From an optimization exercise on the open Yosys and OpenROAD flow, aimed at small area, a short achievable clock period and few clock cycles; shortcuts taken in it are not production practice.
Only simulation tests tie the RTL to the original design; equivalence was not proved.

// seq_multi
module seq_multi #(
    parameter WIDTH = 32
)
(
    input wire logic clk,
    input wire logic rst,
    input wire logic start,
    input wire logic [WIDTH - 1:0] multiplier,
    input wire logic [WIDTH - 1:0] multiplicand,
    output logic busy,
    output logic [(WIDTH * 2) - 1:0] product
);
export LEC_CHECK = 0
export CAP_MARGIN = 20
export CORE_MARGIN = 2
export CORE_UTILIZATION = 55
export SETUP_SLACK_MARGIN = 0.45
export SLEW_MARGIN = 20
create_clock -name core_clock -period 5.0 [get_ports {clk}]
standard.sh (not shown) runs the stock make flow with config.mk's settings and CLKGATE_MAP_FILE= SYNTH_SCRIPT=/design/flow/synth_recipe.tcl, a recipe that flattens the netlist after the stock synthesis.
==> flow/flow/run.sh <==
#!/bin/bash
# The standard layout, with the port buffers made of buf_1 cells instead of the
# delay-buffer cells buffer_ports picks by default.
set -euo pipefail
export BUFFER_PORTS_ARGS="-buffer_cell sky130_fd_sc_hd__buf_1"
bash standard.sh finish > standard.log 2>&1
The starting point completed with no timing, DRC or antenna violations.
Testbench counts at the start, summed over its fixed seeds: cycles 907.
Then changed:
Settings changed: ABC_AREA set to 1, SETUP_SLACK_MARGIN 0.45 to 0.5.
After rerunning: The changed run finished clean. Cell area goes up by a few percent. Routed wire length goes up by a little under a tenth. Clock skew barely changes. Final cell count goes up by about a fifth. Clock-buffer cell count goes down by 2. Register-to-register slack is about the same. Synthesized cell count goes up by about a fifth. Synthesized area goes up by a little under a tenth.
Then changed:
Settings changed: ABC_AREA 1 to unset, CAP_MARGIN 20 to 5, SLEW_MARGIN 20 to 5.
After rerunning:
- The changed run produced a clean layout
- utilization rises by 1.8 points
- wire length falls by 9.5%
- setup slack gets worse by 16 ps
Then changed:
Settings changed: CAP_MARGIN 5 to 20, CORE_UTILIZATION 55 to 65, SLEW_MARGIN 5 to 20.
Result:
- hold slack degrades by 4.0 ps
- via count rises by 3.0%
- cell area shrinks by 1.3%
- setup slack got worse by 67 ps
Then changed:
Settings changed: CORE_UTILIZATION 65 to 55, TNS_END_PERCENT set to 20.
Effect: The new run went through all stages and came out clean. First-iteration DRC count drops by 4.3%. Final cell count climbs by 2.1%. Clock-buffer cell count drops by 1. Setup slack degrades by 42 ps. Area after synthesis is unchanged.
Then changed:
Settings changed: CORE_UTILIZATION 55 to 50, TNS_END_PERCENT 20 to unset.
Outcome: The changed run went through all stages and came out clean. Setup slack improved by 85 ps. Synthesized area stays the same. Register-to-register slack improved by 180 ps. Fmax is higher slightly. Flip-flop and latch count stays the same. Count of clock-buffer cells in the layout is higher by 1. Global-route usage is lower by 1.6 points. Wire length is higher by a few percent.

seq_multi again, from the RTL that the note above started with.
Design seq_multi, start of the top module:
module seq_multi #(
    parameter WIDTH = 32
)
(
    input wire logic clk,
    input wire logic rst,
    input wire logic start,
    input wire logic [WIDTH - 1:0] multiplier,
    input wire logic [WIDTH - 1:0] multiplicand,
    output logic busy,
    output logic [(WIDTH * 2) - 1:0] product
);
export LEC_CHECK = 0
export CAP_MARGIN = 20
export CORE_MARGIN = 2
export CORE_UTILIZATION = 55
export CTS_CLUSTER_DIAMETER = 150
export CTS_CLUSTER_SIZE = 40
export SETUP_SLACK_MARGIN = 0.5
export SLEW_MARGIN = 20
create_clock -name core_clock -period 5.0 [get_ports {clk}]
Scripts as last shown in full above: flow/flow/run.sh
Testbench counts at the start, summed over its fixed seeds: cycles 907.
Rerun with:
- CTS_CLUSTER_DIAMETER: 150 -> unset
- CTS_CLUSTER_SIZE: 40 -> unset
- PLACE_DENSITY: unset -> 0.68
Result: The changed run completed without violations. Synthesized cell count is unchanged. Register-to-register slack is worse by 0.04 ns. Final cell count stays flat. Worst hold slack is worse by 0.011 ns. Global-route usage drops by 0.92 points.

Another version of the RTL of seq_multi (not shown whole).
For scale: ~910 cells after synthesis, roughly 110 flip-flops, ~130 I/O pins, roughly 0.0088 sq mm of cells after synthesis.
export LEC_CHECK = 0
export ABC_CLOCK_PERIOD_IN_PS = 2000
export CAP_MARGIN = 20
export CORE_MARGIN = 2
export CORE_UTILIZATION = 40
export SETUP_SLACK_MARGIN = 2.6
export SLEW_MARGIN = 20
create_clock -name core_clock -period 5.0 [get_ports {clk}]
run.sh (not shown) runs the stock make flow with config.mk's settings and CLKGATE_MAP_FILE= SYNTH_SCRIPT=/design/flow/synth_recipe.tcl, a recipe that flattens the netlist after the stock synthesis.
Stock flow here: none of the scripts above is used.
Testbench counts at the start, summed over its fixed seeds: cycles 4,608.
Edit:
ABC_CLOCK_PERIOD_IN_PS = unset   (was 2000)
SETUP_SLACK_MARGIN = unset   (was 2.6)
=>
- cell area came out lower by roughly a tenth
- area after synthesis stays the same
- register-to-register slack loses 0.62 ns

## what the ideal ports hide
Ports are ideal in the flow. The routed layouts listed here were re-timed in OpenROAD.
Step 1: set_driving_cell puts a clkbuf_16 on clk and a buf_2 on each other input, an assumption about the parent block.
Step 2 moves the port delays by t, midway between the first and last clock arrival at a register: inputs arrive t later, outputs are due t later. That takes back most of the time a late clock gives input paths.
Three values: ideal ports, drivers, drivers and shift; two values: the first two.
run	shift t [ns]	setup WS [ns]	worst data-port slew with drivers (ns)
the first run of note 1	0.555	0.424 / 0.366 / 0.049	0.04
the second run of note 1	0.546	0.513 / 0.516 / 0.007	0.05
the third run of note 1	0.551	0.497 / 0.437 / 0.104	0.05
the fourth run of note 1	0.513	0.430 / 0.372 / 0.068	0.06
the fifth run of note 1	0.562	0.388 / 0.329 / -0.030	0.05
the sixth run of note 1	0.556	0.473 / 0.415 / 0.019	0.06
the first run of note 2	0.551	0.497 / 0.437 / 0.104	0.05
the second run of note 2	0.560	0.380 / 0.322 / 0.072	0.06
the first run of note 3	0.407	1.288 / 1.288 / 1.288	0.07
the second run of note 3	0.412	0.670 / 0.670 / 0.670	0.04
Met with ideal ports but missed after step 2: setup timing in the fifth run of note 1. The setup slack of the second run of note 1, which loses most, moves by +0.003 ns with the drivers and by -0.506 ns with both steps.
